From an optimization exercise on the open Yosys and OpenROAD flow, aimed at small area and a short achievable clock period; shortcuts taken in it are not production practice. The RTL was checked by simulation tests, not by an equivalence proof against the original design. No activity file was given, so power comes from the tool's default toggle rates.

## flow/flow/run.sh

```bash
#!/bin/bash
# The standard ORFS layout (the standard.sh) with changes to how it sizes
# cells only: the port buffers that the standard flow inserts use the smallest
# buffer (buf_1), and clock tree synthesis uses clkbuf_8 clusters of at most
# 20 sinks and no dummy loads. Everything else is the standard flow.
set -euo pipefail
export BUFFER_PORTS_ARGS="-buffer_cell sky130_fd_sc_hd__buf_1"
export CTS_ARGS="-sink_clustering_enable -repair_clock_nets -sink_clustering_size 20 -sink_clustering_max_diameter 50 -buf_list sky130_fd_sc_hd__clkbuf_8 -dont_use_dummy_load"
bash standard.sh > standard_flow.log 2>&1
```

## flow/standard.sh

```bash
#!/bin/bash
# synth_recipe.tcl (not shown) runs the flow's synth.tcl, then flattens the netlist and writes it again
# the make line also repeats each setting of config.mk as NAME=value (left out here)
make -C /OpenROAD-flow-scripts/flow DESIGN_CONFIG=/design/flow/config.mk WORK_HOME=/design/flow/orfs CLKGATE_MAP_FILE= SYNTH_SCRIPT=/design/flow/synth_recipe.tcl "${@:-finish}"
```

## flow/config.mk

```make
export PLATFORM = sky130hd
export DESIGN_NAME = proc
export DESIGN_NICKNAME = proc
export VERILOG_FILES = /design/flow/design.v
export SDC_FILE = /design/flow/constraint.sdc
export NUM_CORES = 4
export LEC_CHECK = 0
export CAP_MARGIN = 20
export CORE_MARGIN = 2
export CORE_UTILIZATION = 55
export SETUP_SLACK_MARGIN = 5
export SLEW_MARGIN = 20
export SYNTH_HIERARCHICAL = 1
```

## flow/constraint.sdc

```tcl
create_clock -name core_clock -period 9.0 [get_ports {clk}]
set_input_delay 1.8000 -clock core_clock [delete_from_list [all_inputs] [get_ports {clk}]]
set_output_delay 1.8000 -clock core_clock [all_outputs]
set_load 0.01 [all_outputs]
```

## flow/design.v

```verilog
module proc (
  imem_addr, dmem_addr, dmem_wdata, dmem_re, dmem_we, halt_out,
  clk, rst, imem_data, dmem_rdata
  );
  input clk;
  input rst;
  output [15:0] imem_addr;
  input  [15:0] imem_data;
  output [15:0] dmem_addr;
  output [15:0] dmem_wdata;
  output        dmem_re;
  output        dmem_we;
  input  [15:0] dmem_rdata;
  output        halt_out;
  reg [15:0] pc;                   
  reg [15:0] ir_d, pc_d;           
  reg [15:0] x_e, y_e;             
  reg [7:0]  imm_e;                 
  reg [2:0]  rs_e, rt_e;           
  reg [1:0]  opl_e;                
  reg        sub_e, jr_e;
  reg        r_add_e, r_xor_e, r_andn_e, r_imm_e, r_btr_e, r_set_e, r_sh_e;
  reg [1:0]  shop_e;               
  reg [3:0]  shamt_e;              
  reg [2:0]  wreg_e;
  reg        regw_e, memr_e, memw_e, br_e, jmp_e, halt_e;
  reg [15:0] alu_m, wdata_m;       
  reg [2:0]  wreg_m;
  reg        regw_m, re_m, we_m, redir_m, halt_m;
  reg [15:0] rf [0:7];
  wire [4:0] op = ir_d[15:11];
  wire [2:0] fs = ir_d[10:8];
  wire [2:0] ft = ir_d[7:5];
  wire [1:0] d_fn = ir_d[1:0];
  wire d_st    = (op == 5'b10000);
  wire d_ld    = (op == 5'b10001);
  wire d_stu   = (op == 5'b10011);
  wire d_jl    = (op[4:1] == 4'b0011);           
  wire d_jr    = (op == 5'b00101) | (op == 5'b00111);
  wire d_br    = (op[4:2] == 3'b011);
  wire d_jmp   = (op[4:2] == 3'b001);
  wire d_memw  = d_st | d_stu;
  wire d_memr  = d_st | d_ld | d_stu;
  wire d_five  = (op[4:2] == 3'b010) | (op[4:2] == 3'b101) | d_memr;
  wire d_zx    = (op == 5'b01010) | (op == 5'b01011) | (op == 5'b10010);
  wire d_regdst = (op[4:2] == 3'b111) | (op[4:1] == 4'b1101) | (op == 5'b11001);
  wire d_regw  = (op[4:2] == 3'b010) | (op[4:2] == 3'b101) | d_ld | d_stu |
                 (op[4:3] == 2'b11) | (op == 5'b10010) | d_jl;
  wire d_rsv = (op[4:2] == 3'b010) | (op[4:2] == 3'b101) | (op[4:3] == 2'b11 && op != 5'b11000) |
               (op == 5'b01100) | (op == 5'b10010) | d_memr | d_jr;
  wire d_rtv = (op[4:2] == 3'b111) | (op[4:1] == 4'b1101) | d_memr | d_jl;
  wire [2:0] d_rt  = d_jl ? 3'b111 : ft;
  wire [2:0] d_rsf = d_rsv ? fs : 3'b000;
  wire [2:0] d_wreg = d_jl ? 3'b111 : d_stu ? fs : d_five ? ft : d_regdst ? ir_d[4:2] : fs;
  wire d_rr   = (op == 5'b11011);
  wire d_sub  = (d_rr & d_fn == 2'b01) | (op == 5'b01001) | (op[4:2] == 3'b111 && op[1:0] != 2'b11);
  wire d_bimm = (op[4:2] == 3'b010) | (op[4:2] == 3'b100) | (op[4:2] == 3'b101) | (op == 5'b00111);
  wire [15:0] d_imm = d_five ? (d_zx ? {11'b0, ir_d[4:0]} : {{11{ir_d[4]}}, ir_d[4:0]})
                             : (d_zx ? {8'b0, ir_d[7:0]}  : {{8{ir_d[7]}}, ir_d[7:0]});
  wire d_r_add  = (op == 5'b01000) | (op == 5'b01001) | d_memr | (d_rr & ~d_fn[1]);
  wire d_r_xor  = (op == 5'b01010) | (d_rr & d_fn == 2'b10);
  wire d_r_andn = (op == 5'b01011) | (d_rr & d_fn == 2'b11);
  wire d_r_slbi = (op == 5'b10010);
  wire d_r_lbi  = (op == 5'b11000);
  wire d_r_btr  = (op == 5'b11001);
  wire d_r_set  = (op[4:2] == 3'b111);
  wire d_r_sh   = ~(d_r_add | d_r_xor | d_r_andn | d_r_lbi | d_r_btr | d_r_set);    
  wire [1:0] d_shop = (op[4:2] == 3'b101) ? op[1:0] : (op == 5'b11010) ? d_fn : d_r_slbi ? 2'b01 : 2'b00;
  wire stall = memr_e & ((rt_e == fs) & d_rsv | (rt_e == d_rt) & d_rtv);
  wire [15:0] wd;
  integer i;
  always @(posedge clk) begin
    for (i = 0; i < 8; i = i + 1)
      if (rst | (regw_m & (wreg_m == i)))
        rf[i] <= wd;
  end
  wire [2:0] sel1 = d_memw ? fs : ft;
  wire [2:0] sel2 = d_memw ? ft : fs;
  wire [7:0] oh1 = 8'b1 << sel1;
  wire [7:0] oh2 = 8'b1 << sel2;
  wire [15:0] rd_1, rd_2;
  sel8 RD1(.s(oh1), .d0(rf[0]), .d1(rf[1]), .d2(rf[2]), .d3(rf[3]),
           .d4(rf[4]), .d5(rf[5]), .d6(rf[6]), .d7(rf[7]), .q(rd_1));
  sel8 RD2(.s(oh2), .d0(rf[0]), .d1(rf[1]), .d2(rf[2]), .d3(rf[3]),
           .d4(rf[4]), .d5(rf[5]), .d6(rf[6]), .d7(rf[7]), .q(rd_2));
  wire [15:0] res, wbv;
  wire fa_ld  = memr_e & regw_e & (d_rsf == rs_e);
  wire fa_ex  = regw_e & d_rsv & (fs == wreg_e);
  wire fa_mem = regw_m & d_rsv & (fs == wreg_m);
  wire fb_ex  = regw_e & d_rtv & (d_rt == wreg_e);
  wire fb_mem = regw_m & d_rtv & (d_rt == wreg_m);
  wire [15:0] x_n = fb_ex ? res : fb_mem ? wbv : rd_1;
  wire d_pcb = d_br | (op == 5'b00100) | (op == 5'b00110);    
  wire d_ximm = d_bimm | d_r_lbi;
  wire xs_rd2 = d_jr;
  wire xs_pc  = ~d_jr & d_pcb;
  wire xs_imm = ~d_jr & ~d_pcb & d_ximm;
  wire xs_fwd = ~d_jr & ~d_pcb & ~d_ximm;
  wire xs_res = xs_fwd & fb_ex;
  wire xs_wbv = xs_fwd & ~fb_ex & fb_mem;
  wire xs_rd1 = xs_fwd & ~fb_ex & ~fb_mem;
  wire st_go  = d_memw & ~stall;
  wire ys_rd1 = st_go ? (~fb_ex & ~fb_mem) : fa_ld;
  wire ys_res = st_go ? fb_ex : (~fa_ld & fa_ex);
  wire ys_wbv = st_go ? (~fb_ex & fb_mem) : (~fa_ld & ~fa_ex & fa_mem);
  wire ys_rd2 = ~st_go & ~fa_ld & ~fa_ex & ~fa_mem;
  wire [15:0] x_sel, y_sel;
  sel6 XS(.s({xs_res, xs_wbv, xs_rd1, xs_rd2, xs_pc, xs_imm}),
          .d0(d_imm), .d1(pc_d), .d2(rd_2), .d3(rd_1), .d4(wbv), .d5(res), .q(x_sel));
  sel4 YS(.s({ys_res, ys_wbv, ys_rd1, ys_rd2}),
          .d0(rd_2), .d1(rd_1), .d2(wbv), .d3(res), .q(y_sel));
  wire [15:0] pc2 = pc + 16'd2;
  wire [15:0] pc_d_nx = stall ? pc : pc2;
  assign imem_addr = pc;
  always @(posedge clk) begin
    pc <= ({16{~rst & ~stall &  redir_m}} & wdata_m) |
          ({16{~rst & ~stall & ~redir_m}} & pc2) |
          ({16{~rst &  stall}} & pc);
    ir_d[15:11] <= rst ? 5'b00001 : imem_data[15:11];    
    ir_d[10:0]  <= imem_data[10:0];
    pc_d <= pc_d_nx;
  end
  always @(posedge clk) begin
    x_e    <= x_sel;
    y_e    <= y_sel;
    imm_e  <= ir_d[7:0];
    rs_e   <= fs;
    rt_e   <= ft;
    opl_e  <= op[1:0];
    sub_e  <= d_sub;
    jr_e   <= d_jr;
    r_add_e <= d_r_add; r_xor_e <= d_r_xor; r_andn_e <= d_r_andn;
    r_imm_e <= d_r_slbi | d_r_lbi; r_btr_e <= d_r_btr; r_set_e <= d_r_set; r_sh_e <= d_r_sh;
    shop_e  <= d_shop;
    shamt_e <= d_r_slbi ? 4'd8 : d_bimm ? ir_d[3:0] : x_n[3:0];
    wreg_e <= d_wreg;
    if (rst) begin
      regw_e <= 1'b0; memr_e <= 1'b0; memw_e <= 1'b0;
      br_e <= 1'b0; jmp_e <= 1'b0; halt_e <= 1'b0;
    end else begin
      regw_e <= d_regw & ~stall;
      memr_e <= d_memr;
      memw_e <= d_memw & ~stall;
      br_e   <= d_br;
      jmp_e  <= d_jmp;
      halt_e <= (op == 5'b00000);
    end
  end
  wire [15:0] x = x_e;
  wire [15:0] y = y_e;
  wire [7:0]  imm = imm_e;
  wire [15:0] opb    = x;
  wire [15:0] add_a  = sub_e ? ~y : y;
  wire [16:0] sum    = {1'b0, add_a} + {1'b0, opb} + {16'b0, sub_e};
  wire [3:0] sh_rot = shop_e[1] ? (4'd0 - shamt_e) : shamt_e;
  wire [15:0] rt1 = sh_rot[0] ? {y[14:0],   y[15]}      : y;
  wire [15:0] rt2 = sh_rot[1] ? {rt1[13:0], rt1[15:14]} : rt1;
  wire [15:0] rt4 = sh_rot[2] ? {rt2[11:0], rt2[15:12]} : rt2;
  wire [15:0] rot = sh_rot[3] ? {rt4[7:0],  rt4[15:8]}  : rt4;
  reg  [15:0] sh_mask;
  integer k;
  always @(*) begin
    for (k = 0; k < 16; k = k + 1)
      case (shop_e)
        2'b01:   sh_mask[k] = (k >= shamt_e);         
        2'b11:   sh_mask[k] = ((15 - k) >= shamt_e);  
        default: sh_mask[k] = 1'b1;                   
      endcase
  end
  wire [15:0] sh_res = rot & sh_mask;
  wire eq  = (sum[15:0] == 16'h0000);
  wire c15 = sum[15] ^ ~y[15] ^ x[15];
  wire le  = (~x[15] & y[15]) | (~x[15] & c15) | (y[15] & c15);    
  wire set_bit = (opl_e == 2'b00) ? eq : (opl_e == 2'b01) ? (le & ~eq) : (opl_e == 2'b10) ? le : sum[16];
  wire [15:0] btr;
  genvar g;
  generate for (g = 0; g < 16; g = g + 1) begin : BTRG
    assign btr[g] = y[15 - g];
  end endgenerate
  assign res = ({16{r_add_e}}  & sum[15:0]) |
               ({16{r_xor_e}}  & (y ^ opb)) |
               ({16{r_andn_e}} & (y & ~opb)) |
               ({16{r_imm_e}}  & x) |
               ({16{r_btr_e}}  & btr) |
               ({16{r_set_e}}  & {15'b0, set_bit}) |
               ({16{r_sh_e}}   & sh_res);
  wire yz = (y == 16'h0000);
  wire cond = opl_e[1] ? (opl_e[0] ? ~y[15] : y[15]) : (opl_e[0] ? ~yz : yz);
  wire [8:0]  t_lo   = {1'b0, x[7:0]} + {1'b0, imm[7:0]};
  wire [7:0]  t_hi8  = x[15:8] + {8{imm[7]}} + {7'b0, t_lo[8]};
  wire [7:0]  t_hi11 = x[15:8] + {{5{rs_e[2]}}, rs_e} + {7'b0, t_lo[8]};
  wire [7:0]  t_hi   = (jr_e | (br_e & cond)) ? t_hi8 : t_hi11;
  always @(posedge clk) begin
    alu_m   <= res;
    wdata_m <= (br_e | jmp_e) ? {t_hi, t_lo[7:0]} : y;
    wreg_m  <= wreg_e;
    if (rst) begin
      regw_m <= 1'b0; re_m <= 1'b0; we_m <= 1'b0; redir_m <= 1'b0; halt_m <= 1'b0;
    end else begin
      regw_m  <= regw_e;
      re_m    <= memr_e & ~memw_e;
      we_m    <= memw_e;
      redir_m <= br_e | jmp_e;
      halt_m  <= halt_e;
    end
  end
  assign dmem_addr  = alu_m;
  assign dmem_wdata = wdata_m;
  assign dmem_re    = re_m;
  assign dmem_we    = we_m & ~rst;
  assign halt_out   = halt_m;
  assign wbv = re_m ? dmem_rdata : alu_m;
  wire jl_next = (imem_data[15:12] == 4'b0011);
  wire w_pc  = ~rst & jl_next;
  wire w_rd  = ~rst & ~jl_next & re_m;
  wire w_alu = ~rst & ~jl_next & ~re_m;
  assign wd = ({16{w_pc}} & pc_d_nx) | ({16{w_rd}} & dmem_rdata) | ({16{w_alu}} & alu_m);
endmodule
module sel8(s, d0, d1, d2, d3, d4, d5, d6, d7, q);
  input  [7:0]  s;
  input  [15:0] d0, d1, d2, d3, d4, d5, d6, d7;
  output [15:0] q;
  assign q = ({16{s[0]}} & d0) | ({16{s[1]}} & d1) | ({16{s[2]}} & d2) | ({16{s[3]}} & d3) |
             ({16{s[4]}} & d4) | ({16{s[5]}} & d5) | ({16{s[6]}} & d6) | ({16{s[7]}} & d7);
endmodule
module sel6(s, d0, d1, d2, d3, d4, d5, q);
  input  [5:0]  s;
  input  [15:0] d0, d1, d2, d3, d4, d5;
  output [15:0] q;
  assign q = ({16{s[0]}} & d0) | ({16{s[1]}} & d1) | ({16{s[2]}} & d2) | ({16{s[3]}} & d3) |
             ({16{s[4]}} & d4) | ({16{s[5]}} & d5);
endmodule
module sel4(s, d0, d1, d2, d3, q);
  input  [3:0]  s;
  input  [15:0] d0, d1, d2, d3;
  output [15:0] q;
  assign q = ({16{s[0]}} & d0) | ({16{s[1]}} & d1) | ({16{s[2]}} & d2) | ({16{s[3]}} & d3);
endmodule
```

==> metrics.md, run 1 <==
| Metric | Value |
|---|---|
| Share of cells above drive strength 1 | `0.1101` |
| WP buf/inv | `3` |
| Top-count cell post-synth | `a22oi_1` |
| Power Internal | `2.449 mW` |
| Clock share of power | `0.174` |
| Dominant cell type by area after synthesis | `edfxtp_1` |
| DR vias/cell | `6.644` |
| Number of flops mapped to enable cells by yosys | `128` |
| Reg power frac | `0.469` |
| Vias | `13879` |
| GRT busiest layer | `met2` |
| Worst Hold Slack | `0.4277 ns` |
| First-pass GRT wire length | `79.90 mm` |
| Initial antenna violation count | `0` |
| Io pins | `85` |
| Crit Path Max Fanout | `2` |
| Critical Path End Type | `output pin` |
| Post-synth top cells | `a22oi_1 (202), nand2_1 (164), dfxtp_1 (157)` |
| Synth top area cells | `edfxtp_1 (23%), dfxtp_1 (19%), a22oi_1 (9.1%)` |
| Area after DPL | `16760 µm²` |
| Main synth FF type | `dfxtp_1` |
| Post-Syn Area per Cell | `9.876 µm²` |
| Layout Skew | `0.1152 ns` |
| Met1 Use GR | `0.4612` |
| Final setup viols | `0` |
| Type of the worst setup path | `in2out` |
| YS warnings | `9` |
| CP max-delay cell | `buf_2` |
| Die height | `177.7 µm` |
| Die area | `31570 µm²` |
| Sw Share | `0.3920` |
| Starting DRC count in detailed routing | `1533` |
| GR Util met3 | `0.04670` |
| Startpoint Class | `input port` |
| Critical Path RT | `7.20 ns` |
| HP Class | `reg2reg` |
| # fillers | `2659` |
| Drt first pass iters | `6` |
| Core area | `29640 µm²` |
| Met2 GRT Util | `0.5523` |
| Comb power frac | `0.357` |
| Sequential area share after synthesis | `0.4211` |
| CP max stage delay | `0.13 ns` |
| Cells after Synth | `1680` |
| Largest net degree at the start of global routing | `44` |
| Async set-reset flop share out of synthesis | `0` |
| Number of nets still failing antenna checks after routing | `0` |
| Worst path cell trace | `clkbuf_16, buf_12, nor2b_1, buf_2` |
| N_diodes | `0` |
| Worst Reg-to-Reg Cells | `21` |
| GRT overflow | `0` |
| Fin Setup TNS | `0 ns` |
| Final Hold Fails | `0` |
| Clock Sinks | `285` |
| Total CTS buffers | `29` |
| H-tree depth | `1` |
| Yosys top cell area share | `0.2317` |
| Cell Rows | `63` |
| Setup WS post-layout | `4.940 ns` |
| Vias in the first global route | `12929` |
| Family with the most delay on the worst path | `buffers and inverters` |
| Initial Util | `0.5598` |
| Max transition margin | `0.3022` |
| Min cycle time layout | `4.060 ns` |
| Worst-path clk slew | `0.08 ns` |
| Cell Pwr Density | `231.6 nW/µm²` |
| Max-cap violations | `0` |
| P_sw | `1.579 mW` |
| Status | `timing/DRC/antenna clean` |
| Multi-input gate area | `8648 µm²` |
| Max Fclk | `246.3 MHz` |
| Layout Nets | `1797` |
| Final period utilization | `0.4511` |
| Yosys cell types | `78` |
| Die X | `177.7 µm` |
| Instance count on the critical path | `4` |
| CTS tree | `yes` |
| CTS max path bufs | `3` |
| Cell area after synthesis | `16590 µm²` |
| VDD IR max | `140.0 µV` |
| Register area | `7004 µm²` |
| P&R area growth vs syn | `4.834%` |
| Drt total wl | `53.77 mm` |
| Post-DP HPWL | `38.44 mm` |
| Max Transition Viols Final | `0` |
| Clock root cell | `clkbuf_8` |
| Worst-skew pair later-pin latency | `0.63 ns` |
| Pre-CTS setup slack | `4.505 ns` |
| WHS Path Cells | `1` |
| Total GRT Usage | `0.3384` |
| Avg WL per Cell | `25.74 µm` |
| Port bufs | `84` |
| Final GP Congestion | `0.9672` |
| #FFs+latches synth | `285` |
| Post-route DRC | `0` |
| Unrepaired setup endpoints after global routing | `yes` |
| Final Util | `0.5869` |
| Data arrival, critical path | `2.26 ns` |
| Pleak | `6.576 nW` |
| Slew @ Worst Pin | `1.043 ns` |
| Post-route cell area | `17390 µm²` |
power by group through the flow:
| stage | Clock (mW) | Sequential [mW] | Combinational (mW) |
|---|---|---|---|
| after floorplan | 0 | 1.79 | 0.990 |
| after global placement | 0 | 1.90 | 1.36 |
| after detailed placement | 0 | 1.90 | 1.37 |
| after CTS | 0.708 | 1.88 | 1.39 |
| after global routing | 0.753 | 1.91 | 1.55 |
| final | 0.702 | 1.89 | 1.44 |
Yosys stat by module, one instance, submodules excluded:
module | copies in the design | cells inside | area (µm²) | flip-flops and latches
proc | 1 | 1356 | 13980 | 285
sel4 | 1 | 56 | 464.2 | 0
sel6 | 1 | 76 | 589.3 | 0
sel8 | 2 | 96 | 779.5 | 0
cells in the final DEF (no fill, tap or decap), types with 6 or more instances in the layout:
cell type,n
a211oi_1,6
a21o_1,17
a21oi_1,85
a221oi_1,10
a22oi_1,202
a22oi_2,22
a31o_2,7
a31oi_1,12
and3_1,11
buf_1,82
buf_4,36
clkbuf_8,29
dfxtp_1,147
dfxtp_2,8
edfxtp_1,128
ha_1,55
inv_1,41
mux2_2,23
mux2i_1,32
mux4_2,16
nand2_1,164
nand2b_1,19
nand3_1,35
nand4_1,50
nor2_1,112
nor2b_1,26
nor3_1,15
nor3b_1,6
nor4_1,10
o211ai_1,17
o21a_1,9
o21ai_0,60
o21ai_1,6
o22ai_1,6
o31ai_1,7
xnor2_1,39
xor2_1,35
routing by layer:
metal | wire, µm | vias up
met1 | 22460 | 6744
met3 | 4095 | 111
met5 | 0 | -
met2 | 25170 | 664
li1 | - | 6360
met4 | 2043 | 0
per-stage QoR:
stage / std cells / total power, mW
after detailed placement: 2054 / 3.274
final: 2089 / 4.028
after floorplan: 1680 / 2.780
after global routing: 2089 / 4.217
after CTS: 2087 / 3.974
after global placement: 2053 / 3.259
final timing paths:
path	startpoint	end	slack, ns
worst max-delay path	rst	dmem_we	4.94
worst min-delay path	memw_e	re_m	0.43
worst max register to register	x_e[0]	wdata_m[15]	5.11
worst min register to register	memw_e	re_m	0.43
cell families after synthesis:
group	Yosys count	share of synthesized area
compound gates	526	0.2274
simple gates	483	0.1389
buf+inv	176	0.06545
xor+xnor	76	0.04012
fa+ha+maj	62	0.04947
flops	285	0.4211
mux	72	0.05754
final cells by class:
class                      instances  share of cell area
multi-input combinational       1219              0.4972
sequential                       285              0.4027
timing repair buffer             123             0.03985
tap                              390             0.02805
clock buffer                      29             0.02295
inverter                          43            0.009279
registers in the layout, summed over array words and instances (netlist names), 4 cells and up:
signal	flops
pc	16
shamt_e	4
y_e	16
wdata_m	16
alu_m	16
x_e	16
ir_d	16
rf	128
imm_e	6
pc_d	16
timing repair:
action	4_1_cts	5_1_grt
setup buffers	2	2
gates cloned	2	0
gates resized for setup	17	24
setup endpoints to repair	8	18
pin swaps	1	6
hold buffers	0	0
==> inputs of run 2 (changes only) <==
--- a/flow/design.v
+++ b/flow/design.v
@@ -111,9 +111,20 @@
           .d0(rd_2), .d1(rd_1), .d2(wbv), .d3(res), .q(y_sel));
-  wire [15:0] pc2 = pc + 16'd2;
+  wire [15:0] pc2;
+  wire [15:1] pc_c;
+  assign pc_c[1] = 1'b1;
+  genvar q;
+  generate for (q = 1; q < 16; q = q + 1) begin : PCINC
+    assign pc2[q] = pc[q] ^ pc_c[q];
+    if (q < 15) begin : C
+      assign pc_c[q + 1] = pc[q] & pc_c[q];
+    end
+  end endgenerate
+  assign pc2[0] = pc[0];
   wire [15:0] pc_d_nx = stall ? pc : pc2;
+  wire [15:0] pc_nx;
+  sel3 PCN(.s({~rst & ~stall & redir_m, ~rst & ~stall & ~redir_m, ~rst & stall}),
+           .d0(pc), .d1(pc2), .d2(wdata_m), .q(pc_nx));
   assign imem_addr = pc;
   always @(posedge clk) begin
-    pc <= ({16{~rst & ~stall &  redir_m}} & wdata_m) |
-          ({16{~rst & ~stall & ~redir_m}} & pc2) |
-          ({16{~rst &  stall}} & pc);
+    pc <= pc_nx;
     ir_d[15:11] <= rst ? 5'b00001 : imem_data[15:11];    
@@ -188,9 +199,7 @@
   wire cond = opl_e[1] ? (opl_e[0] ? ~y[15] : y[15]) : (opl_e[0] ? ~yz : yz);
-  wire [8:0]  t_lo   = {1'b0, x[7:0]} + {1'b0, imm[7:0]};
-  wire [7:0]  t_hi8  = x[15:8] + {8{imm[7]}} + {7'b0, t_lo[8]};
-  wire [7:0]  t_hi11 = x[15:8] + {{5{rs_e[2]}}, rs_e} + {7'b0, t_lo[8]};
-  wire [7:0]  t_hi   = (jr_e | (br_e & cond)) ? t_hi8 : t_hi11;
+  wire [7:0]  t_offh = (jr_e | (br_e & cond)) ? {8{imm[7]}} : {{5{rs_e[2]}}, rs_e};
+  wire [15:0] t_sum  = x + {t_offh, imm[7:0]};
   always @(posedge clk) begin
     alu_m   <= res;
-    wdata_m <= (br_e | jmp_e) ? {t_hi, t_lo[7:0]} : y;
+    wdata_m <= (br_e | jmp_e) ? t_sum : y;
     wreg_m  <= wreg_e;
@@ -216,3 +225,3 @@
   wire w_alu = ~rst & ~jl_next & ~re_m;
-  assign wd = ({16{w_pc}} & pc_d_nx) | ({16{w_rd}} & dmem_rdata) | ({16{w_alu}} & alu_m);
+  sel3 WD(.s({w_pc, w_rd, w_alu}), .d0(alu_m), .d1(dmem_rdata), .d2(pc_d_nx), .q(wd));
 endmodule
@@ -238 +247,7 @@
 endmodule
+module sel3(s, d0, d1, d2, q);
+  input  [2:0]  s;
+  input  [15:0] d0, d1, d2;
+  output [15:0] q;
+  assign q = ({16{s[0]}} & d0) | ({16{s[1]}} & d1) | ({16{s[2]}} & d2);
+endmodule
==> metrics.md, run 2 <==
| Metric | Value |
|---|---|
| Critical Path RT | `7.20 ns (about the same)` |
| Cell Rows | `62 (-1.6%)` |
| Layout Nets | `1697 (-5.6%)` |
| Final period utilization | `0.4485 (-0.002592)` |
| Post-synth top cells | `a22oi_1 (214), dfxtp_1 (157), nand2_1 (133)` |
| Main synth FF type | `dfxtp_1` |
| Layout Skew | `0.08249 ns (-0.03267 ns)` |
| Async set-reset flop share out of synthesis | `0 (unchanged)` |
| Max Transition Viols Final | `0 (unchanged)` |
| Io pins | `85 (unchanged)` |
| R2R setup slack | `5.11 ns (about the same)` |
| Largest reg by FF count | `rf` |
| Min cycle time layout | `4.037 ns (-0.02333 ns)` |
| Critical Path End Type | `output pin` |
| Final GP Congestion | `0.9512 (-1.7%)` |
| Number of flops mapped to enable cells by yosys | `128 (unchanged)` |
| Post-Syn Area per Cell | `10.15 µm² (+2.8%)` |
| H-tree depth | `1 (unchanged)` |
| Starting DRC count in detailed routing | `1883 (+23%)` |
| Startpoint Class | `input port` |
| First-pass GRT wire length | `77.15 mm (-3.4%)` |
| CP max-delay cell | `buf_2` |
| Port bufs | `84 (unchanged)` |
| Die X | `174.7 µm (-1.7%)` |
| Fin Setup TNS | `0 ns (unchanged)` |
| Reg-to-reg critical path endpoint | `rf[3][14]` |
| Vias in the first global route | `12260 (-5.2%)` |
| Worst Hold Slack | `0.4115 ns (-0.01623 ns)` |
| Clock Sinks | `285 (unchanged)` |
| HP Class | `reg2reg` |
| Data arrival, critical path | `2.24 ns (-0.02 ns)` |
| Initial Util | `0.5585 (-0.001275)` |
| Worst path cell trace | `buf_8, buf_8, nor2b_1, buf_2` |
| Final setup viols | `0 (unchanged)` |
| YS warnings | `9 (unchanged)` |
| Max reg flops | `128 (unchanged)` |
| Final Hold Fails | `0 (unchanged)` |
| Most frequent cells in the layout | `a22oi_1 (214), dfxtp_1 (146), nand2_1 (133)` |
| Hold endpoint | `wreg_m[0]` |
| Worst reg2reg startpoint | `pc[1]` |
| Max transition margin | `0.2888 (-0.01339)` |
| Synth top area cells | `edfxtp_1 (24%), dfxtp_1 (20%), a22oi_1 (10%)` |
| Avg WL per Cell | `26.49 µm (+2.9%)` |
| Drt first pass iters | `9 (+3)` |
| CTS max path bufs | `3 (unchanged)` |
| Cells after Synth | `1579 (-6.0%)` |
| Dominant cell type by area after synthesis | `edfxtp_1` |
| Start point of the worst hold path | `wreg_e[0]` |
| Vias | `13457 (-3.0%)` |
| Total GRT Usage | `0.3323 (-0.006146)` |
| Drt total wl | `52.44 mm (-2.5%)` |
| P&R area growth vs syn | `4.472%` |
| Core area | `28700 µm² (-3.2%)` |
| Top-count cell post-synth | `a22oi_1` |
| N_diodes | `0 (unchanged)` |
| Clock root cell | `clkbuf_8` |
| Yosys cell types | `72 (-7.7%)` |
| Die area | `30530 µm² (-3.3%)` |
| Status | `timing/DRC/antenna clean` |
| VDD IR max | `163.6 µV (+17%)` |
| Crit Path Max Fanout | `2 (unchanged)` |
| Post-DP HPWL | `37.57 mm (-2.3%)` |
| Cell mode on critical path | `buf_8` |
| Leading cell type in the layout, fill and taps excluded | `a22oi_1` |
| CTS tree | `yes` |
| Worst-skew pair later-pin latency | `0.59 ns (-0.04 ns)` |
| Number of nets still failing antenna checks after routing | `0 (unchanged)` |
| Pleak | `6.585 nW (+0.14%)` |
| Post-route DRC | `0 (unchanged)` |
| Max Fclk | `247.7 MHz (+0.58%)` |
| #FFs+latches synth | `285 (unchanged)` |
| Worst Reg-to-Reg Cells | `16 (-24%)` |
| Cell Pwr Density | `231.7 nW/µm² (about the same)` |
| Initial antenna violation count | `1 (+1)` |
| Type of the worst setup path | `in2out` |
| Cell area after synthesis | `16030 µm² (-3.4%)` |
| Unrepaired setup endpoints after global routing | `yes` |
| CP max stage delay | `0.13 ns (about the same)` |
| DR vias/cell | `6.796 (+2.3%)` |
| Sequential area share after synthesis | `0.4358 (+0.01472)` |
| Worst-path clk slew | `0.09 ns (about the same)` |
| Max-cap violations | `0 (unchanged)` |
| Share of cells above drive strength 1 | `0.1115 (+0.001464)` |
| Total CTS buffers | `26 (-10%)` |
| Yosys top cell area share | `0.2398 (+0.008100)` |
| Slew @ Worst Pin | `1.065 ns (+0.02216 ns)` |
| WHS Path Cells | `0 (-1)` |
| Die height | `174.7 µm (-1.7%)` |
| GRT overflow | `0 (unchanged)` |
| Largest net degree at the start of global routing | `31 (-30%)` |
run 2: cell count changes in the layout (fill, tap and decap cells not counted), sizes merged, moves of 15 or more:
cell | previous run | this run
nand2 | 164 | 133
o21ai | 68 | 49
mux2 | 24 | 41
xnor2 | 41 | 21
nor2 | 115 | 86
buf | 120 | 105
inv | 43 | 88
a222oi | 2 | 34
mux2i | 32 | 55
mux4 | 16 | 0
a21oi | 90 | 48
run 2: worst max path at each step:
| stage | from | to |
|---|---|---|
| 2_1_floorplan | rst | dmem_we |
| 3_3_place_gp | rst | dmem_we |
| 3_5_place_dp | sub_e | shamt_e[0] |
| 4_1_cts | rst | dmem_we |
| 5_1_grt | rst | dmem_we |
| 6_report | rst | dmem_we |
run 2: metal layers:
metal	GRT usage	wire, µm	vias up	part of all wire
met1	0.4625	21370	6493	0.41
met2	0.5247	23930	800	0.46
met4	0.1340	2476	2	0.047
met5	0	13	-	0.00025
li1	-	-	6026	-
met3	0.04634	4648	136	0.089
run 2: cell families (layout without fill, tap and decap cells):
logic type | after synthesis | after routing | synth area share
flops | 285 | 285 | 0.4358
fa+ha+maj | 65 | 65 | 0.05167
compound gates | 464 | 464 | 0.2162
mux | 96 | 96 | 0.06314
xor+xnor | 62 | 62 | 0.03473
buf+inv | 203 | 220 | 0.07570
simple gates | 404 | 404 | 0.1228
run 2: power by group:
group          total [mW]  switching (mW)  leakage, nW  internal, mW
Clock               0.661           0.404        0.187         0.257
Combinational        1.33           0.845         3.78         0.485
Sequential           1.89           0.273         2.62          1.62
Total                3.88            1.52         6.58          2.36
run 2: cell type report:
class                      instances  area (µm²)
fill                            2518       11950
multi-input combinational       1091        8049
sequential                       285        7005
timing repair buffer             106       525.5
tap                              384       480.5
clock buffer                      26       357.8
inverter                          88       330.3
run 2: per-stage QoR:
stage | power (mW) | instances | cell area, µm² | setup slack, ns | util
detailed placement | 3.176 | 1950 | 16140 | 4.758 | 0.5624
CTS | 3.834 | 1980 | 16620 | 4.968 | 0.5792
finish | 3.880 | 1980 | 16750 | 4.963 | 0.5835
global placement | 3.168 | 1950 | 16140 | 4.820 | 0.5623
floorplan | 2.705 | 1579 | 16030 | 5.023 | -
global route | 4.058 | 1980 | 16750 | 4.921 | 0.5835
run 2: worst max-delay path: cells and delay by family:
kind	cells	cell delay (ns)
simple gates	1	0.09
buf+inv	3	0.34
run 2: per-module statistics from Yosys, one instance, submodules excluded:
module / flip-flops and latches / cells / area (µm²) / times used
sel6: 0 / 76 / 589.3 / 1
sel4: 0 / 56 / 464.2 / 1
sel8: 0 / 96 / 779.5 / 2
sel3: 0 / 35 / 247.7 / 2
proc: 285 / 1185 / 12920 / 1
run 2: what timing repair did:
item / CTS / global route
buffers inserted: 3 / 0
hold buffers: 0 / 0
gates cloned: 1 / 0
resized for setup: 19 / 30
setup endpoints to repair: 44 / 170
pin swaps: 1 / 5
==> inputs of run 3 (changes only) <==
--- a/flow/config.mk
+++ b/flow/config.mk
@@ -9,3 +9,4 @@
 export CORE_MARGIN = 2
-export CORE_UTILIZATION = 55
+export CORE_UTILIZATION = 62
+export PLACE_DENSITY = 0.75
 export SETUP_SLACK_MARGIN = 5
==> metrics.md, run 3 <==
| Metric | Value |
|---|---|
| Vias | `13596 (+1.0%)` |
| Post-DP HPWL | `35.55 mm (-5.4%)` |
| Pre-CTS setup slack | `4.702 ns (-0.05612 ns)` |
| CTS tree | `yes` |
| Layout Nets | `1711 (+0.82%)` |
| Pleak | `6.644 nW (+0.90%)` |
| Final period utilization | `0.4485 (about the same)` |
| Xor/xnor share of the synthesized area | `0.03473 (unchanged)` |
| Number of flops mapped to enable cells by yosys | `128 (unchanged)` |
| Reg-to-reg critical path endpoint | `rf[2][3]` |
| Startpoint Class | `input port` |
| Async set-reset flop share out of synthesis | `0 (unchanged)` |
| Cell Rows | `58 (-6.5%)` |
| Avg WL per Cell | `25.63 µm (-3.2%)` |
| Layout Skew | `0.06154 ns (-0.02095 ns)` |
| YS warnings | `9 (unchanged)` |
| Largest net degree at the start of global routing | `28 (-9.7%)` |
| Port bufs | `84 (unchanged)` |
| Post-synth top cells | `a22oi_1 (214), dfxtp_1 (157), nand2_1 (133)` |
| GRT overflow | `0 (unchanged)` |
| Final GP Congestion | `1.018 (+7.0%)` |
| Setup WS post-layout | `4.963 ns (+0.00006000 ns)` |
| Worst reg2reg startpoint | `ir_d[12]` |
| Critical Path RT | `7.20 ns (about the same)` |
| Status | `timing/DRC/antenna clean` |
| Starting DRC count in detailed routing | `1917 (+1.8%)` |
| Post-synthesis compound-gate area fraction | `0.2162 (unchanged)` |
| Post-route DRC | `0 (unchanged)` |
| Yosys cell types | `72 (unchanged)` |
| Main synth FF type | `dfxtp_1` |
| Max reg flops | `128 (unchanged)` |
| DR vias/cell | `7.005 (+3.1%)` |
| Initial antenna violation count | `2 (+1)` |
| Worst Hold Slack | `0.4126 ns (+0.001124 ns)` |
| Clock root cell | `clkbuf_8` |
| Most frequent cells in the layout | `a22oi_1 (214), dfxtp_1 (150), nand2_1 (133)` |
| Post-Syn Area per Cell | `10.15 µm² (unchanged)` |
| #FFs+latches synth | `285 (unchanged)` |
| Total CTS buffers | `27 (+3.8%)` |
| Unrepaired setup endpoints after global routing | `yes` |
| Drt first pass iters | `9 (unchanged)` |
| Worst-path clk slew | `0.08 ns (about the same)` |
| Cell area after synthesis | `16030 µm² (unchanged)` |
| VDD IR max | `152.5 µV (-6.8%)` |
| P&R area growth vs syn | `3.653%` |
| R2R setup slack | `5.10 ns (about the same)` |
| Dominant cell type by area after synthesis | `edfxtp_1` |
| Die height | `164.8 µm (-5.7%)` |
| Top-count cell post-synth | `a22oi_1` |
| Sequential area share after synthesis | `0.4358 (unchanged)` |
| Slew @ Worst Pin | `1.022 ns (-0.04383 ns)` |
| Post-Synth Simple-Gate Area | `0.1228 (unchanged)` |
| Crit path to | `dmem_we` |
| Leading cell type in the layout, fill and taps excluded | `a22oi_1` |
| Final Hold Fails | `0 (unchanged)` |
| Initial Util | `0.6348 (+0.07627)` |
| Clock Sinks | `285 (unchanged)` |
| Post-synthesis mux area share | `0.06314 (unchanged)` |
| Drt total wl | `49.75 mm (-5.1%)` |
| Share of cells above drive strength 1 | `0.1000 (-0.01153)` |
| Worst Reg-to-Reg Cells | `9 (-7)` |
| Yosys top cell area share | `0.2398 (unchanged)` |
| Cell Pwr Density | `232.4 nW/µm² (+0.31%)` |
| First-pass GRT wire length | `73.95 mm (-4.1%)` |
| Crit Path Max Fanout | `2 (unchanged)` |
| Max Transition Viols Final | `0 (unchanged)` |
| Data arrival, critical path | `2.24 ns (about the same)` |
| Fin Setup TNS | `0 ns (unchanged)` |
| CTS max path bufs | `3 (unchanged)` |
| Worst-skew pair later-pin latency | `0.61 ns (+0.02 ns)` |
| H-tree depth | `1 (unchanged)` |
| Cells after Synth | `1579 (unchanged)` |
| Max-cap violations | `0 (unchanged)` |
| Total GRT Usage | `0.3600 (+0.02773)` |
| Final setup viols | `0 (unchanged)` |
| Die area | `27160 µm² (-11%)` |
| Type of the worst setup path | `in2out` |
| Largest family of logic cells by synthesized area | `compound AO/OA/AOI/OAI gates` |
| Hold-fix buffers, CTS | `0 (unchanged)` |
| Core area | `25250 µm² (-12%)` |
| Number of nets still failing antenna checks after routing | `0 (unchanged)` |
| Io pins | `85 (unchanged)` |
| Min cycle time layout | `4.037 ns (-0.00006000 ns)` |
| Vias in the first global route | `12630 (+3.0%)` |
| Die X | `164.8 µm (-5.7%)` |
| Synth top area cells | `edfxtp_1 (24%), dfxtp_1 (20%), a22oi_1 (10%)` |
| HP Class | `reg2reg` |
| Adder-cell share of the synthesized area | `0.05167 (unchanged)` |
| Max Fclk | `247.7 MHz (about the same)` |
| Critical Path End Type | `output pin` |
| Max transition margin | `0.3182 (+0.02946)` |
| Largest reg by FF count | `rf` |
| Critical path startpoint | `rst` |
==> run 3: cell count changes in the layout (fill, tap and decap cells not counted), moves of 3 or more <==
cell     previous run  this run
buf_4              20        32
buf_6               0         3
dfxtp_1           146       150
dfxtp_2             9         6
ha_1               55        60
ha_2                5         2
nor2_1             70        82
nor2_2             14         4
==> run 3: through the flow <==
stage	instance area, µm²	util	cells	total power [mW]
floorplan	16030	-	1579	2.705
global placement	16130	0.6387	1908	3.116
detailed placement	16130	0.6387	1908	3.148
CTS	16540	0.6548	1938	3.796
global route	16610	0.6579	1940	4.027
finish	16620	0.6580	1941	3.861
==> run 3: worst min-delay path by stage <==
stage                 to  slack, ns  cells past startpoint       from
2_1_floorplan   opl_e[1]       0.33                      0   ir_d[12]
3_3_place_gp   wreg_m[1]       0.39                      0  wreg_e[1]
3_5_place_dp   wreg_m[1]       0.40                      0  wreg_e[1]
4_1_cts        wreg_m[1]       0.41                      0  wreg_e[1]
5_1_grt        wreg_m[1]       0.43                      0  wreg_e[1]
6_report            re_m       0.41                      1     memw_e
==> run 3: area by class of cell <==
cell class	instances	area, µm²
antenna	1	2.502
fill	2003	8637
sequential	285	6998
clock buffer	27	371.6
inverter	88	330.3
multi-input combinational	1091	7910
timing repair buffer	119	591.8
tap	330	412.9
==> run 3: repair_timing <==
| action | 4_1_cts | 5_1_grt |
|---|---|---|
| resized for setup | 7 | 15 |
| setup buffers | 2 | 0 |
| gates cloned | 1 | 0 |
| pin swaps | 0 | 1 |
| setup endpoints to repair | 33 | 59 |
==> run 3: worst max-delay path: stages <==
cell and delay (ns):
buf_6 0.09, buf_6 0.11, nor2b_1 0.10, buf_2 0.14
==> run 3: power breakdown <==
part,switching (mW),leakage [nW],internal (mW)
logic,0.834,3.83,0.485
registers,0.262,2.62,1.61
clock network,0.400,0.194,0.266
total,1.50,6.64,2.37
==> run 3: cell families after synthesis <==
kind of cell,Yosys count
XOR/XNOR,62
multiplexers,96
flip-flops,285
buffers and inverters,203
AO/OA/AOI/OAI,464
AND/OR/NAND/NOR,404
adder cells (fa/ha/maj),65
==> run 3: Yosys stat by module (local to each module, per instance) <==
module,area [µm²],copies in the design,cells inside
sel4,464.2,1,56
proc,12920,1,1185
sel8,779.5,2,96
sel6,589.3,1,76
sel3,247.7,2,35
==> run 3: routing by layer <==
layer	track usage	wire length, µm	part of all wire	up-vias
met1	0.4635	19050	0.38	6464
li1	-	-	-	6055
met4	0.1802	2569	0.052	0
met2	0.5804	22910	0.46	915
met5	0	0	0	-
met3	0.07107	5230	0.11	162
==> inputs of run 4 (changes only) <==
--- a/flow/config.mk
+++ b/flow/config.mk
@@ -10,3 +10,2 @@
 export CORE_UTILIZATION = 62
-export PLACE_DENSITY = 0.75
 export SETUP_SLACK_MARGIN = 5
==> metrics.md, run 4 <==
| Metric | Value |
|---|---|
| Drt first pass iters | `8 (-1)` |
| Min cycle time layout | `4.025 ns (-0.01180 ns)` |
| Unrepaired setup endpoints after global routing | `yes` |
| Number of nets still failing antenna checks after routing | `0 (unchanged)` |
| Largest reg by FF count | `rf` |
| Number of flops mapped to enable cells by yosys | `128 (unchanged)` |
| Initial Util | `0.6348 (unchanged)` |
| Type of the worst setup path | `in2out` |
| Layout Skew | `0.09767 ns (+0.03612 ns)` |
| Status | `timing/DRC/antenna clean` |
| Starting DRC count in detailed routing | `2016 (+5.2%)` |
| Max Fclk | `248.4 MHz (+0.29%)` |
| Area after DPL | `16060 µm² (-0.40%)` |
| CTS max path bufs | `3 (unchanged)` |
| First-pass GRT wire length | `73.84 mm (-0.16%)` |
| Layout Nets | `1698 (-0.76%)` |
| Max reg flops | `128 (unchanged)` |
| H-tree depth | `1 (unchanged)` |
| Worst-path clk slew | `0.09 ns (about the same)` |
| Post-DP HPWL | `36.02 mm (+1.3%)` |
| Cell area after synthesis | `16030 µm² (unchanged)` |
| Crit Path Max Fanout | `2 (unchanged)` |
| Clock Sinks | `285 (unchanged)` |
| Setup WS post-layout | `4.975 ns (+0.01180 ns)` |
| Sequential area share after synthesis | `0.4358 (unchanged)` |
| Yosys cell types | `72 (unchanged)` |
| Fin Setup TNS | `0 ns (unchanged)` |
| Largest family of logic cells by synthesized area | `compound AO/OA/AOI/OAI gates` |
| Vias in the first global route | `12334 (-2.3%)` |
| Yosys top cell area share | `0.2398 (unchanged)` |
| Most frequent cells in the layout | `a22oi_1 (214), dfxtp_1 (145), nand2_1 (133)` |
| DR vias/cell | `6.990 (-0.21%)` |
| Critical Path End Type | `output pin` |
| GRT overflow | `0 (unchanged)` |
| Avg WL per Cell | `26.05 µm (+1.6%)` |
| Die area | `27160 µm² (unchanged)` |
| Hold endpoint | `re_m` |
| R2R setup slack | `5.11 ns (about the same)` |
| Pre-CTS setup slack | `4.746 ns (+0.04422 ns)` |
| CTS tree | `yes` |
| Worst reg2reg startpoint | `shamt_e[0]` |
| Top-count cell post-synth | `a22oi_1` |
| Post-route cell area | `16560 µm² (-0.33%)` |
| Vias | `13470 (-0.93%)` |
| Core area | `25250 µm² (unchanged)` |
| Worst-skew pair later-pin latency | `0.60 ns (about the same)` |
| Async set-reset flop share out of synthesis | `0 (unchanged)` |
| #FFs+latches synth | `285 (unchanged)` |
| Initial antenna violation count | `2 (unchanged)` |
| Clock root cell | `clkbuf_8` |
| Max transition margin | `0.2604 (-0.05788)` |
| Main synth FF type | `dfxtp_1` |
| Die height | `164.8 µm (unchanged)` |
| N_diodes | `0 (-1)` |
| Die X | `164.8 µm (unchanged)` |
| Dominant cell type by area after synthesis | `edfxtp_1` |
| Xor/xnor share of the synthesized area | `0.03473 (unchanged)` |
| Largest net degree at the start of global routing | `28 (unchanged)` |
| Post-synthesis mux area share | `0.06314 (unchanged)` |
| Worst Reg-to-Reg Cells | `12 (+3)` |
| Leading cell type in the layout, fill and taps excluded | `a22oi_1` |
| WHS Path Cells | `1 (unchanged)` |
| Inst Count DP | `1895 (-0.68%)` |
| Pleak | `6.575 nW (-1.0%)` |
| Post-synth top cells | `a22oi_1 (214), dfxtp_1 (157), nand2_1 (133)` |
| HP Class | `reg2reg` |
| Final GP Congestion | `0.9818 (-3.5%)` |
| Final Hold Fails | `0 (unchanged)` |
| Total CTS buffers | `27 (unchanged)` |
| Data arrival, critical path | `2.22 ns (-0.02 ns)` |
| Adder-cell share of the synthesized area | `0.05167 (unchanged)` |
| Final Util | `0.6558 (-0.002180)` |
| Cells after Synth | `1579 (unchanged)` |
| VDD IR max | `179.1 µV (+17%)` |
| Post-route DRC | `0 (unchanged)` |
| Cell Pwr Density | `232.7 nW/µm² (+0.12%)` |
| Port bufs | `84 (unchanged)` |
| Share of cells above drive strength 1 | `0.1058 (+0.005823)` |
| Post-Syn Area per Cell | `10.15 µm² (unchanged)` |
| Max Transition Viols Final | `0 (unchanged)` |
| Post-synthesis compound-gate area fraction | `0.2162 (unchanged)` |
| Max-cap violations | `0 (unchanged)` |
| Total GRT Usage | `0.3623 (+0.002327)` |
| Io pins | `85 (unchanged)` |
| Synth top area cells | `edfxtp_1 (24%), dfxtp_1 (20%), a22oi_1 (10%)` |
| Final period utilization | `0.4472 (-0.001311)` |
| Final setup viols | `0 (unchanged)` |
| Slew @ Worst Pin | `1.104 ns (+0.08249 ns)` |
| Critical Path RT | `7.20 ns (about the same)` |
| Cell Rows | `58 (unchanged)` |
| Start point of the worst hold path | `memw_e` |
| Non-filler instance count after layout | `1927 (-0.72%)` |
| Reg-to-reg critical path endpoint | `x_e[9]` |
| YS warnings | `9 (unchanged)` |
| P&R area growth vs syn | `3.309%` |
| Post-Synth Simple-Gate Area | `0.1228 (unchanged)` |
| Startpoint Class | `input port` |
| Drt total wl | `50.20 mm (+0.89%)` |
## run 4: cell types whose count changed in the layout (fill, tap and decap cells not counted), sizes merged
cell / before / now
buf: 119 / 106
diode: 1 / 0
## run 4: Yosys stat by module, one instance, submodules excluded
module,cell area [µm²],cells inside
sel3,247.7,35
sel8,779.5,96
proc,12920,1185
sel4,464.2,56
sel6,589.3,76
## run 4: worst max path at each step
stage | from | end | slack, ns | cells after the start
after global placement | rst | dmem_we | 4.83 | 4
after floorplan | rst | dmem_we | 5.02 | 2
after detailed placement | sub_e | shamt_e[0] | 4.75 | 13
after global routing | rst | dmem_we | 4.94 | 4
after CTS | rst | dmem_we | 4.98 | 4
final | rst | dmem_we | 4.98 | 4
## run 4: cell families after synthesis
group / after synthesis
xor gates and xnor gates: 62
muxes: 96
AOI/OAI and AO/OA: 464
adders and majority gates: 65
DFF: 285
buffers and inverters: 203
and+or+nand+nor: 404
## run 4: metal layers
metal	global-route usage	vias up	part of all wire
met5	0	-	0.00030
met4	0.1810	2	0.055
met2	0.5732	832	0.46
met1	0.4835	6433	0.39
met3	0.06002	163	0.094
li1	-	6040	-
## run 4: layout make-up
type,instances,area [µm²]
multi-input combinational,1091,7950
tap,330,412.9
clock buffer,27,371.6
fill,2079,8692
sequential,285,7007
inverter,88,330.3
timing repair buffer,106,490.5
## run 4: repair_timing
action	CTS	global route
setup buffers	2	2
pin swaps	1	4
setup endpoints to repair	28	92
cloned	1	0
resized for setup	9	24
hold buffers	0	0
## run 4: critical path: stages
cell     delay [ns]
buf_6          0.10
buf_6          0.11
nor2b_1        0.09
buf_2          0.13
## run 4: metrics by stage
step	hold slack, ns	total power, mW
6_report	0.4152	3.853
5_1_grt	0.4237	4.021
4_1_cts	0.4143	3.799
3_5_place_dp	0.3930	3.154
3_3_place_gp	0.3964	3.140
2_1_floorplan	0.3290	2.705
## run 4: where the power goes
group / total, mW / internal, mW / switching [mW] / leakage, nW
clock: 0.655 / 0.266 / 0.389 / 0.194
sequential: 1.88 / 1.62 / 0.268 / 2.62
combinational: 1.31 / 0.483 / 0.831 / 3.76
total: 3.85 / 2.36 / 1.49 / 6.58
==> inputs of run 5 (changes only) <==
--- a/flow/config.mk
+++ b/flow/config.mk
@@ -10,2 +10,3 @@
 export CORE_UTILIZATION = 62
+export GPL_TIMING_DRIVEN = 0
 export SETUP_SLACK_MARGIN = 5
==> metrics.md, run 5 <==
| Metric | Value |
|---|---|
| Status | `timing/DRC/antenna clean` |
| Critical Path End Type | `output pin` |
| YS warnings | `9 (unchanged)` |
| Clock root cell | `clkbuf_8` |
| Final period utilization | `0.4484 (+0.001210)` |
| DR vias/cell | `6.882 (-1.5%)` |
| Post-DP HPWL | `38.56 mm (+7.1%)` |
| Comb power frac | `0.362 (+0.021)` |
| First-pass GRT wire length | `76.47 mm (+3.6%)` |
| Sw Share | `0.3890 (+0.002749)` |
| Clock share of power | `0.172 (+0.002)` |
| Core area | `25250 µm² (unchanged)` |
| Cells after Synth | `1579 (unchanged)` |
| HP Class | `reg2reg` |
| Share of cells above drive strength 1 | `0.1251 (+0.01925)` |
| VDD IR max | `182.1 µV (+1.7%)` |
| Fin Setup TNS | `0 ns (unchanged)` |
| Vias | `13999 (+3.9%)` |
| Top-count cell post-synth | `a22oi_1` |
| Largest reg by FF count | `rf` |
| Type of the worst setup path | `in2out` |
| Clock Sinks | `285 (unchanged)` |
| Max transition margin | `0.3143 (+0.05396)` |
| CTS tree | `yes` |
| WP buf/inv | `3 (unchanged)` |
| Cell area after synthesis | `16030 µm² (unchanged)` |
| Number of nets still failing antenna checks after routing | `0 (unchanged)` |
| Crit Path Max Fanout | `2 (unchanged)` |
| CP max stage delay | `0.11 ns (-0.02 ns)` |
| Pleak | `7.005 nW (+6.5%)` |
| Port bufs | `84 (unchanged)` |
| Post-route DRC | `0 (unchanged)` |
| Final Util | `0.6911 (+0.03533)` |
| Reg power frac | `0.466 (-0.023)` |
| Max Transition Viols Final | `0 (unchanged)` |
| Area after DPL | `16770 µm² (+4.4%)` |
| Cell Rows | `58 (unchanged)` |
| #FFs+latches synth | `285 (unchanged)` |
| CP max-delay cell | `buf_8` |
| Avg WL per Cell | `25.83 µm (-0.86%)` |
| Total Power | `3.952 mW (+2.6%)` |
| Hold-fix buffers, CTS | `0 (unchanged)` |
| Async set-reset flop share out of synthesis | `0 (unchanged)` |
| Synth top area cells | `edfxtp_1 (24%), dfxtp_1 (20%), a22oi_1 (10%)` |
| Worst path cell trace | `buf_12, buf_8, nor2b_4, buf_6` |
| Critical Path RT | `7.20 ns (about the same)` |
| Final Hold Fails | `0 (unchanged)` |
| Worst-skew pair later-pin latency | `0.64 ns (+0.04 ns)` |
| Final GP Congestion | `1.018 (+3.6%)` |
| Largest net degree at the start of global routing | `21 (-25%)` |
| Io pins | `85 (unchanged)` |
| Die X | `164.8 µm (unchanged)` |
| Yosys cell types | `72 (unchanged)` |
| Post-Syn Area per Cell | `10.15 µm² (unchanged)` |
| Family with the most delay on the worst path | `buffers and inverters` |
| Data arrival, critical path | `2.24 ns (+0.02 ns)` |
| Max Fclk | `247.8 MHz (-0.27%)` |
| Initial antenna violation count | `0 (-2)` |
| P_sw | `1.537 mW (+3.3%)` |
| CTS max path bufs | `3 (unchanged)` |
| Most frequent cells in the layout | `a22oi_1 (214), dfxtp_1 (152), nand2_1 (133)` |
| Die area | `27160 µm² (unchanged)` |
| GRT overflow | `0 (unchanged)` |
| Sequential area share after synthesis | `0.4358 (unchanged)` |
| Max-cap violations | `0 (unchanged)` |
| Slew @ Worst Pin | `1.029 ns (-0.07550 ns)` |
| Post-synth top cells | `a22oi_1 (214), dfxtp_1 (157), nand2_1 (133)` |
| Unrepaired setup endpoints after global routing | `yes` |
| Final setup viols | `0 (unchanged)` |
| Startpoint Class | `input port` |
| Post-route cell area | `17450 µm² (+5.4%)` |
| Main synth FF type | `dfxtp_1` |
| Vias in the first global route | `13048 (+5.8%)` |
| Max reg flops | `128 (unchanged)` |
| Number of flops mapped to enable cells by yosys | `128 (unchanged)` |
| Drt total wl | `52.53 mm (+4.6%)` |
| Cell Pwr Density | `226.4 nW/µm² (-2.7%)` |
| Min cycle time layout | `4.036 ns (+0.01089 ns)` |
| Dominant cell type by area after synthesis | `edfxtp_1` |
| Drt first pass iters | `8 (unchanged)` |
| Yosys top cell area share | `0.2398 (unchanged)` |
| Starting DRC count in detailed routing | `1931 (-4.2%)` |
| P&R area growth vs syn | `8.874%` |
| Initial Util | `0.6348 (unchanged)` |
| Total CTS buffers | `28 (+3.7%)` |
| Worst-path clk slew | `0.10 ns (about the same)` |
| Layout Skew | `0.1570 ns (+0.05938 ns)` |
| H-tree depth | `1 (unchanged)` |
| Layout Nets | `1804 (+6.2%)` |
| Total GRT Usage | `0.3763 (+0.01403)` |
| Leading cell type in the layout, fill and taps excluded | `a22oi_1` |
| Die height | `164.8 µm (unchanged)` |
| Power Internal | `2.414 mW (+2.1%)` |
run 5: path summary, 6_finish.rpt:
| kind | slack (ns) | from | cells past startpoint | to |
|---|---|---|---|---|
| setup / recovery | 4.96 | rst | 4 | dmem_we |
| setup reg to reg | 5.12 | y_e[1] | 14 | y_e[0] |
| hold reg to reg | 0.35 | ir_d[6] | 0 | rt_e[1] |
| hold / removal | 0.35 | ir_d[6] | 0 | rt_e[1] |
run 5: cell type report:
| cell class | instances | area [µm²] |
|---|---|---|
| tap | 330 | 412.9 |
| antenna | 1 | 2.502 |
| buffer | 115 | 907.1 |
| timing repair buffer | 96 | 441.7 |
| inverter | 88 | 330.3 |
| multi-input combinational | 1091 | 7979 |
| clock buffer | 28 | 385.4 |
| sequential | 285 | 6995 |
| fill | 1930 | 7800 |
run 5: timing repair:
| item | 4_1_cts | 5_1_grt |
|---|---|---|
| buffers inserted | 4 | 8 |
| gates cloned | 0 | 0 |
| setup endpoints to repair | 92 | 82 |
| gates resized for setup | 25 | 31 |
| pin swaps | 3 | 7 |
run 5: metal layers:
metal | up-vias | part of all wire | global-route usage
met3 | 195 | 0.10 | 0.07032
met4 | 0 | 0.054 | 0.1814
met5 | - | 0 | 0
li1 | 6247 | - | -
met2 | 902 | 0.47 | 0.6137
met1 | 6655 | 0.38 | 0.4843
run 5: per-stage QoR:
stage | setup slack, ns | hold slack, ns | std cells
detailed placement | 4.379 | 0.3445 | 1993
global placement | 4.422 | 0.3364 | 1993
CTS | 4.944 | 0.3593 | 2025
global route | 4.952 | 0.3701 | 2033
floorplan | 5.023 | 0.3290 | 1579
finish | 4.964 | 0.3532 | 2034
run 5: power by group through the flow:
stage | Combinational [mW] | Clock [mW] | Sequential, mW
finish | 1.43 | 0.679 | 1.84
global route | 1.53 | 0.722 | 1.85
CTS | 1.36 | 0.680 | 1.83
detailed placement | 1.33 | 0 | 1.85
global placement | 1.31 | 0 | 1.84
floorplan | 0.916 | 0 | 1.79
run 5: per-module statistics from Yosys, one instance, submodules excluded:
module / flops+latches / copies in the design
sel4: 0 / 1
proc: 285 / 1
sel6: 0 / 1
sel8: 0 / 2
sel3: 0 / 2
run 5: cells by family after synthesis:
logic type | synth area share
compound gates | 0.2162
xor+xnor | 0.03473
fa+ha+maj | 0.05167
buf+inv | 0.07570
flops | 0.4358
mux | 0.06314
simple gates | 0.1228
==> inputs of run 6 (changes only) <==
--- a/flow/flow/run.sh
+++ b/flow/flow/run.sh
@@ -4,3 +4,5 @@
 # buffer (buf_1), and clock tree synthesis uses clkbuf_8 clusters of at most
-# 20 sinks and no dummy loads. Everything else is the standard flow.
+# 20 sinks and no dummy loads; the buffers that ABC inserted are removed at
+# floorplan and the resizer buffers again where needed. Everything else is
+# the standard flow.
 set -euo pipefail
@@ -8,2 +10,3 @@
 export CTS_ARGS="-sink_clustering_enable -repair_clock_nets -sink_clustering_size 20 -sink_clustering_max_diameter 50 -buf_list sky130_fd_sc_hd__clkbuf_8 -dont_use_dummy_load"
+export REMOVE_ABC_BUFFERS=1
 bash standard.sh > standard_flow.log 2>&1
--- a/flow/config.mk
+++ b/flow/config.mk
@@ -10,3 +10,2 @@
 export CORE_UTILIZATION = 62
-export GPL_TIMING_DRIVEN = 0
 export SETUP_SLACK_MARGIN = 5
==> metrics.md, run 6 <==
| Metric | Value |
|---|---|
| Vias in the first global route | `12521 (-4.0%)` |
| Worst-path clk slew | `0.10 ns (about the same)` |
| Max transition margin | `0.2776 (-0.03667)` |
| Cell area after synthesis | `16030 µm² (unchanged)` |
| YS warnings | `9 (unchanged)` |
| Io pins | `85 (unchanged)` |
| Min cycle time layout | `4.028 ns (-0.007400 ns)` |
| Top-count cell post-synth | `a22oi_1` |
| Final Hold Fails | `0 (unchanged)` |
| DR vias/cell | `7.036 (+2.2%)` |
| Die area | `27160 µm² (unchanged)` |
| Layout Nets | `1716 (-4.9%)` |
| Largest net degree at the start of global routing | `31 (+48%)` |
| Post-synth top cells | `a22oi_1 (214), dfxtp_1 (157), nand2_1 (133)` |
| Max Fclk | `248.2 MHz (+0.18%)` |
| Critical Path End Type | `output pin` |
| Die X | `164.8 µm (unchanged)` |
| Slew @ Worst Pin | `1.082 ns (+0.05391 ns)` |
| Final setup viols | `0 (unchanged)` |
| Yosys cell types | `72 (unchanged)` |
| Startpoint Class | `input port` |
| Hold-fix buffers, CTS | `0 (unchanged)` |
| Pleak | `6.684 nW (-4.6%)` |
| Final period utilization | `0.4476 (-0.0008222)` |
| Initial antenna violation count | `1 (+1)` |
| Number of nets still failing antenna checks after routing | `0 (unchanged)` |
| Main synth FF type | `dfxtp_1` |
| Drt first pass iters | `6 (-2)` |
| P&R area growth vs syn | `5.034%` |
| Vias | `13693 (-2.2%)` |
| Fin Setup TNS | `0 ns (unchanged)` |
| Layout Skew | `0.1011 ns (-0.05591 ns)` |
| Clock Sinks | `285 (unchanged)` |
| Cell Pwr Density | `233.5 nW/µm² (+3.1%)` |
| Synth top area cells | `edfxtp_1 (24%), dfxtp_1 (20%), a22oi_1 (10%)` |
| CTS max path bufs | `3 (unchanged)` |
| Final GP Congestion | `1.032 (+1.4%)` |
| Total CTS buffers | `30 (+7.1%)` |
| Leading cell type in the layout, fill and taps excluded | `a22oi_1` |
| GRT overflow | `0 (unchanged)` |
| First-pass GRT wire length | `75.60 mm (-1.1%)` |
| Crit Path Max Fanout | `2 (unchanged)` |
| H-tree depth | `1 (unchanged)` |
| VDD IR max | `168.5 µV (-7.5%)` |
| Worst-skew pair later-pin latency | `0.65 ns (about the same)` |
| Share of cells above drive strength 1 | `0.1108 (-0.01424)` |
| Drt total wl | `51.36 mm (-2.2%)` |
| #FFs+latches synth | `285 (unchanged)` |
| Cells after Synth | `1579 (unchanged)` |
| Unrepaired setup endpoints after global routing | `yes` |
| HP Class | `reg2reg` |
| Dominant cell type by area after synthesis | `edfxtp_1` |
| Total GRT Usage | `0.3716 (-0.004798)` |
| Max-cap violations | `0 (unchanged)` |
| Initial Util | `0.6348 (unchanged)` |
| Yosys top cell area share | `0.2398 (unchanged)` |
| Post-DP HPWL | `37.22 mm (-3.5%)` |
| Worst Hold Slack | `0.3746 ns (+0.02135 ns)` |
| Clock root cell | `clkbuf_8` |
| Largest reg by FF count | `rf` |
| Total Power | `3.932 mW (-0.50%)` |
| Type of the worst setup path | `in2out` |
| Die height | `164.8 µm (unchanged)` |
| CTS tree | `yes` |
| Data arrival, critical path | `2.23 ns (about the same)` |
| Most frequent cells in the layout | `a22oi_1 (214), dfxtp_1 (150), nand2_1 (133)` |
| Post-route DRC | `0 (unchanged)` |
| Avg WL per Cell | `26.39 µm (+2.2%)` |
| Sequential area share after synthesis | `0.4358 (unchanged)` |
| Max Transition Viols Final | `0 (unchanged)` |
| Critical Path RT | `7.20 ns (about the same)` |
| Cell Rows | `58 (unchanged)` |
| Number of flops mapped to enable cells by yosys | `128 (unchanged)` |
| Max reg flops | `128 (unchanged)` |
| Starting DRC count in detailed routing | `2066 (+7.0%)` |
| Status | `timing/DRC/antenna clean` |
| Core area | `25250 µm² (unchanged)` |
| Port bufs | `84 (unchanged)` |
| Post-Syn Area per Cell | `10.15 µm² (unchanged)` |
| Async set-reset flop share out of synthesis | `0 (unchanged)` |
run 6: cell counts after synthesis:
No cell type changed its count.
run 6: path summary, 6_finish.rpt:
check                              start    endpoint  slack (ns)  cells after the start
worst min-delay path             ir_d[0]    imm_e[0]        0.37                      0
worst max register to register  ir_d[12]  shamt_e[0]        5.14                     10
worst max-delay path                 rst     dmem_we        4.97                      4
worst min register to register   ir_d[0]    imm_e[0]        0.37                      0
run 6: what timing repair did:
item,4_1_cts,5_1_grt
pin swaps,2,2
setup buffers,5,3
resized for setup,26,15
gates cloned,1,0
endpoints found under the setup margin,61,112
endpoints found under the hold margin,0,0
run 6: routing by layer:
metal	routed length, µm	global-route usage	vias up
met3	6033	0.08011	150
met1	20600	0.5178	6577
met2	22510	0.5650	906
li1	-	-	6060
met4	2219	0.1502	0
met5	0	0	-
run 6: power by group:
part / total (mW) / internal [mW] / switching (mW)
clock: 0.714 / 0.293 / 0.421
sequential: 1.89 / 1.61 / 0.277
combinational: 1.33 / 0.494 / 0.833
run 6: cell type report:
class	count	area, µm²
antenna	1	2.502
clock buffer	30	412.9
multi-input combinational	1091	8025
inverter	88	330.3
fill	2046	8416
tap	330	412.9
sequential	285	6995
timing repair buffer	121	659.4
run 6: worst max-delay path: stages:
cell and delay, ns:
buf_8 0.10, buf_12 0.11, nor2b_1 0.08, buf_2 0.13
run 6: per-stage QoR:
step | instances | setup WS (ns) | util | cell area (µm²)
detailed placement | 1906 | 4.693 | 0.6389 | 16130
global placement | 1905 | 4.747 | 0.6382 | 16120
finish | 1946 | 4.972 | 0.6668 | 16840
global route | 1945 | 4.921 | 0.6667 | 16840
CTS | 1942 | 4.970 | 0.6609 | 16690
floorplan | 1464 | 4.702 | - | 15150
run 6: Yosys stat by module, one instance, submodules excluded:
module  times used  cell area [µm²]  cells  flops+latches
proc             1            12920   1185            285
sel8             2            779.5     96              0
sel4             1            464.2     56              0
sel3             2            247.7     35              0
sel6             1            589.3     76              0
run 6: kinds of logic after synthesis:
group / synth area share
compound gates: 0.2162
xor+xnor: 0.03473
fa+ha+maj: 0.05167
buf+inv: 0.07570
flops: 0.4358
mux: 0.06314
simple gates: 0.1228

[re-timing with driven ports]
Ports are ideal in the flow. The routed layouts listed here were re-timed in OpenROAD.
Step 1 (the two cells are an assumption about what drives the block):
set clk [get_ports {clk}]
set_driving_cell -lib_cell sky130_fd_sc_hd__clkbuf_16 $clk
set_driving_cell -lib_cell sky130_fd_sc_hd__buf_2 [delete_from_list [all_inputs] $clk]
Step 2 times the ports against the registers' clock, not the clock port: input delays grow and output delays shrink by t, the midpoint of the rising clock arrivals with the driver on.
Slacks: no drivers / after step 1 / after step 2; pairs: no drivers / after step 1.
| run | t (ns) | setup WS [ns] | hold slack, ns | latest minus earliest clock arrival (ns) |
|---|---|---|---|---|
| run 1 | 0.627 | 4.940 / 4.890 / 4.890 | 0.428 / 0.428 / 0.428 | 0.129 / 0.130 |
| run 2 | 0.601 | 4.963 / 4.924 / 4.924 | 0.411 / 0.411 / 0.411 | 0.083 / 0.083 |
| run 3 | 0.619 | 4.963 / 4.930 / 4.924 | 0.413 / 0.413 / 0.413 | 0.062 / 0.062 |
| run 4 | 0.607 | 4.975 / 4.943 / 4.943 | 0.415 / 0.415 / 0.415 | 0.110 / 0.110 |
| run 5 | 0.613 | 4.964 / 4.918 / 4.918 | 0.353 / 0.353 / 0.353 | 0.168 / 0.169 |
| run 6 | 0.647 | 4.972 / 4.924 / 4.924 | 0.375 / 0.375 / 0.375 | 0.102 / 0.102 |
After both steps setup and hold are still met in every run listed. The setup slack of run 1, which loses most, moves by -0.050 ns with the drivers and by -0.050 ns with both steps.
